This design comes from an exercise in tuning for small area and a short achievable clock period on the open sky130 flow, not from production work. In this exercise RTL edits were held to simulation tests only and were not proved equivalent to the original.

==> inputs of run A <==
// processor_arm
module processor_arm #(
    parameter N = 64
) (
    input logic CLOCK_50,
    reset,
    output logic [N-1:0] DM_writeData,
    DM_addr,
    output logic DM_writeEnable,
    output logic DM_readEnable,
    input logic [N-1:0] DM_readData,
    output logic [N-1:0] IM_addr,
    input logic [31:0] IM_readData
);
clock: 8.5 ns
lec_check: 0
cap_margin: 20
core_margin: 2
core_utilization: 45
cts_cluster_diameter: 100
cts_cluster_size: 20
place_density: 0.55
setup_slack_margin: 5
slew_margin: 25
standard.sh (not shown) runs the stock make flow with config.mk's settings and CLKGATE_MAP_FILE= SYNTH_SCRIPT=/design/flow/synth_recipe.tcl, a recipe that flattens the netlist after the stock synthesis.
==> flow/flow/run.sh <==
#!/bin/bash
# Layout flow: the standard ORFS flow (standard.sh) with these changes:
#  - synthesis keeps the ALU (alu.sv, no registers) as its own module until the end,
#    maps it with ABC's delay-driven "map" (flow/abc_alu.script), and maps the rest with
#    flow/abc_top.script; the design is flattened afterwards as usual (synth_recipe.tcl),
#    so the registers are the standard synthesis's;
#  - input and output ports are buffered with buf_4;
#  - timing repair aims at a setup margin of 5.3 ns.
# ORFS writes each tool's log under orfs/logs; make's own output goes to flow.log.
set -euo pipefail
here=$(pwd)
rm -rf "$here/scripts_mod"
cp -r "$FLOW_HOME/scripts" "$here/scripts_mod"
python3 "$here/flow/patch_synth.py" "$here/scripts_mod/synth.tcl"
bash standard.sh \
  SCRIPTS_DIR="$here/scripts_mod" \
  SYNTH_HIERARCHICAL=1 \
  FAST_ABC_MODULES=alu \
  FAST_ABC_SCRIPT="$here/flow/abc_alu.script" \
  TOP_ABC_SCRIPT="$here/flow/abc_top.script" \
  BUFFER_PORTS_ARGS="-buffer_cell sky130_fd_sc_hd__buf_4" \
  SETUP_SLACK_MARGIN=5.3 \
  finish > "$here/flow.log" 2>&1
==> flow/flow/abc_alu.script <==
strash
dch
map -D 1000
buffer -c
topo
stime -c
upsize -c
dnsize -c
==> flow/flow/abc_top.script <==
strash
dch
map -D 1500
buffer -c
topo
stime -c
upsize -c
dnsize -c
==> flow/flow/patch_synth.py <==
# Patch ORFS synth.tcl (copy) so that the modules in FAST_ABC_MODULES are mapped with
# FAST_ABC_SCRIPT and the top module with TOP_ABC_SCRIPT, instead of one ABC run for all.
import sys
p = sys.argv[1]
s = open(p).read()
old = """  log_cmd abc {*}$abc_args
} else {"""
new = """  if { [env_var_exists_and_non_empty FAST_ABC_MODULES] } {
    set map_args [lrange $abc_args 2 end]
    foreach m $::env(FAST_ABC_MODULES) {
      log_cmd abc -script $::env(FAST_ABC_SCRIPT) {*}$map_args $m
    }
    log_cmd abc -script $::env(TOP_ABC_SCRIPT) {*}$map_args $::env(DESIGN_NAME)
  } else {
    log_cmd abc {*}$abc_args
  }
} else {"""
assert s.count(old) == 1
open(p, 'w').write(s.replace(old, new))
==> inputs of run E, as changes to run A <==
==> flow/flow/run.sh (replaced) <==
#!/bin/bash
# Layout flow: the standard ORFS flow (standard.sh) with these changes:
#  - synthesis keeps the ALU (alu.sv, no registers) as its own module until the end,
#    maps it with ABC's delay-driven "map" (flow/abc_alu.script), and maps the rest with
#    flow/abc_top.script; the design is flattened afterwards as usual (synth_recipe.tcl),
#    so the registers are the standard synthesis's;
#  - input and output ports are buffered with buf_4;
#  - timing repair aims at a setup margin of 5.15 ns.
# ORFS writes each tool's log under orfs/logs; make's own output goes to flow.log.
set -euo pipefail
here=$(pwd)
rm -rf "$here/scripts_mod"
cp -r "$FLOW_HOME/scripts" "$here/scripts_mod"
python3 "$here/flow/patch_synth.py" "$here/scripts_mod/synth.tcl"
bash standard.sh \
  SCRIPTS_DIR="$here/scripts_mod" \
  SYNTH_HIERARCHICAL=1 \
  FAST_ABC_MODULES=alu \
  FAST_ABC_SCRIPT="$here/flow/abc_alu.script" \
  TOP_ABC_SCRIPT="$here/flow/abc_top.script" \
  BUFFER_PORTS_ARGS="-buffer_cell sky130_fd_sc_hd__buf_4" \
  SETUP_SLACK_MARGIN=5.15 \
  finish > "$here/flow.log" 2>&1
==> flow/config.mk (replaced) <==
export PLATFORM = sky130hd
export DESIGN_NAME = processor_arm
export DESIGN_NICKNAME = processor_arm
export VERILOG_FILES = /design/flow/design.v
export SDC_FILE = /design/flow/constraint.sdc
export NUM_CORES = 8
export LEC_CHECK = 0
export CAP_MARGIN = 30
export CORE_MARGIN = 2
export CORE_UTILIZATION = 45
export CTS_CLUSTER_DIAMETER = 100
export CTS_CLUSTER_SIZE = 20
export PLACE_DENSITY = 0.55
export SETUP_SLACK_MARGIN = 5
export SLEW_MARGIN = 40
==> inputs of run R, as changes to run A <==
--- a/flow/design.v
+++ b/flow/design.v
@@ -35,16 +35,15 @@
   logic clk;
   assign clk = CLOCK_50;
   logic [63:2] pc;
   logic isLDUR, isSTUR, isCBZ, isMOVZ, isADD, isSUB, isAND, isORR;
   logic [23:21] opD;
   logic [20:0] fldD;
   logic [4:0] rmD;
-  logic cbzA;   
-  logic bypLdA, bypAluA, keepA, bypLdB, bypAluB, keepB;
+  logic bypRawA, bypRawB;   
   logic [63:2] pcD;
   logic regWriteE, memReadE, memWriteE, branchE;
   logic fwdAE, fwdBE, selBFpE, selBFnE, selBXE, andE, orrE, subE, arithE;
   logic [4:0] rdE;
   logic [63:0] opAE, opBE, opXE;
   logic regWriteM, memReadM, memWriteM, takenM, loadWbM;
   logic [4:0] rdM;
@@ -87,73 +86,75 @@
   assign rmNext = stall ? rmD :
       (isSTURF || isCBZF || isMOVZF) ? IM_readData[4:0] : IM_readData[20:16];
   always_ff @(posedge clk)
     if (!stall) begin
       opD  <= IM_readData[23:21];
       fldD <= IM_readData[20:0];
       pcD  <= pc;
-      cbzA <= isCBZF;
     end
   always_ff @(posedge clk) rmD <= rmNext;
+  always_ff @(posedge clk or posedge reset)
+    if (reset) begin
+      bypRawA <= 1'b0;
+      bypRawB <= 1'b0;
+    end else begin
+      bypRawA <= regWriteE && rdE != 5'd31 && rdE == rnNext;
+      bypRawB <= regWriteE && rdE != 5'd31 && rdE == rmNext;
+    end
   logic isR;
   assign isR = isADD | isSUB | isAND | isORR;
   logic [4:0] rnD, rdD;
   assign rnD = fldD[9:5];
   assign rdD = fldD[4:0];
   assign stall = memReadE && (rnD == rdE || rmD == rdE);
   logic [63:0] wbM;
   logic weRF;
   assign wbM  = loadWbM ? DM_readData : aluM;
   assign weRF = regWriteM && rdM != 5'd31;
-  logic noRegA;
+  logic noRegA, bypA, bypB;
   logic [30:0] selA, selB;
   logic [63:0] rdA, rdB;
   logic [4:0] lowA, lowB;
   assign noRegA = isCBZ | isMOVZ;
+  assign bypA = bypRawA && !noRegA;
+  assign bypB = bypRawB;
   logic noRegNext;
   logic [30:0] validNext, selANext, selBNext;
   logic [4:0] lowANext, lowBNext;
   assign noRegNext = stall ? noRegA : (isCBZF || isMOVZF);
   for (genvar k = 0; k < 31; k++) begin : g_sel
     assign validNext[k] = valid[k] || (weRF && rdM == 5'(k));
     assign selANext[k]  = rnNext == 5'(k) && validNext[k] && !noRegNext;
     assign selBNext[k]  = rmNext == 5'(k) && validNext[k];
   end
   logic [31:0] validNext32;
   assign validNext32 = {1'b1, validNext};   
   assign lowANext = (!validNext32[rnNext] && !noRegNext) ? rnNext : 5'd0;
   assign lowBNext = !validNext32[rmNext] ? rmNext : 5'd0;
-  logic hitA, hitB;
-  assign hitA = regWriteE && rdE != 5'd31 && rdE == rnNext && !noRegNext;
-  assign hitB = regWriteE && rdE != 5'd31 && rdE == rmNext;
   always_ff @(posedge clk) begin
-    bypLdA  <= hitA && memReadE;
-    bypAluA <= hitA && !memReadE;
-    keepA   <= !hitA;
-    bypLdB  <= hitB && memReadE;
-    bypAluB <= hitB && !memReadE;
-    keepB   <= !hitB;
     selA <= selANext;
     selB <= selBNext;
     lowA <= lowANext;
     lowB <= lowBNext;
   end
   logic [63:0] treeA, treeB;
   always_comb begin
-    treeA = {64{cbzA}} & {pcD, 2'b00};
+    treeA = {64{isCBZ}} & {pcD, 2'b00};
     treeB = '0;
     for (int k = 0; k < 31; k++) begin
       treeA = treeA | ({64{selA[k]}} & R[k]);
       treeB = treeB | ({64{selB[k]}} & R[k]);
     end
     treeA[4:0] = treeA[4:0] | lowA;
     treeB[4:0] = treeB[4:0] | lowB;
   end
-  assign rdA = ({64{bypLdA}} & DM_readData) | ({64{bypAluA}} & aluM) | ({64{keepA}} & treeA);
-  assign rdB = ({64{bypLdB}} & DM_readData) | ({64{bypAluB}} & aluM) | ({64{keepB}} & treeB);
+  assign rdA = ({64{bypA && loadWbM}} & DM_readData) | ({64{bypA && !loadWbM}} & aluM) |
+               ({64{!bypA}} & treeA);
+  assign rdB = ({64{bypB && loadWbM}} & DM_readData) | ({64{bypB && !loadWbM}} & aluM) |
+               ({64{!bypB}} & treeB);
   logic [63:0] immD;
   always_comb
     if (isMOVZ) immD = {48'd0, fldD[20:5]} << {opD[22:21], 4'd0};
     else if (isCBZ) immD = {{43{opD[23]}}, opD[23:21], fldD[20:5], 2'b00};
     else immD = {{55{fldD[20]}}, fldD[20:12]};
   always_ff @(posedge clk or posedge reset)
     if (reset) begin
==> flow/flow/abc_top.script (replaced) <==
&get -n
&st
&dch
&nf
&put
==> flow/config.mk (replaced) <==
export PLATFORM = sky130hd
export DESIGN_NAME = processor_arm
export DESIGN_NICKNAME = processor_arm
export VERILOG_FILES = /design/flow/design.v
export SDC_FILE = /design/flow/constraint.sdc
export NUM_CORES = 8
export LEC_CHECK = 0
export CAP_MARGIN = 30
export CORE_MARGIN = 2
export CORE_UTILIZATION = 45
export CTS_CLUSTER_DIAMETER = 100
export CTS_CLUSTER_SIZE = 20
export PLACE_DENSITY = 0.55
export SETUP_SLACK_MARGIN = 5
export SLEW_MARGIN = 40
==> notes <==
In sequential cell count, run A and run E do not differ. Setup slack, highest first: run R, run A, run E. Between run R and run A, the lower synthesized cell count is in run R (gap 19%, measured against run A). The highest worst hold slack belongs to run A, the lowest to run R. The highest count of clock-buffer cells in the layout belongs to run R, the lowest to run E.

[what the ideal ports hide]
The results above use ideal ports. As a check the final layouts listed here were re-extracted and re-timed, cells and wires unchanged. Step 1: set_driving_cell puts a clkbuf_16 on CLOCK_50 and a buf_2 on each other input, an assumption about the parent block. Step 2 also shifts input and output timing later by t, the mid clock arrival at the registers, as if the neighbouring blocks saw the same clock. a / b / c = no drivers / after step 1 / after step 2; a / b = the first two.
| run | t (ns) | slack for setup (ns) | hold slack, ns | worst setup path at the end | slew at the worst register clock pin (ns) |
|---|---|---|---|---|---|
| run A | 0.957 | 5.012 / 5.012 / 4.369 | 0.358 / 0.358 / 0.358 | input to register | 0.10 / 0.10 |
| run E | 0.976 | 4.856 / 4.856 / 4.404 | 0.349 / 0.349 / 0.349 | input to register | 0.10 / 0.10 |
| run R | 0.973 | 5.018 / 5.018 / 4.130 | 0.349 / 0.349 / 0.349 | input to register | 0.10 / 0.10 |
After both steps setup and hold are still met in every run listed. For run R, which loses most, drivers alone change the setup slack by 0.000 ns; drivers and shift together by -0.888 ns.
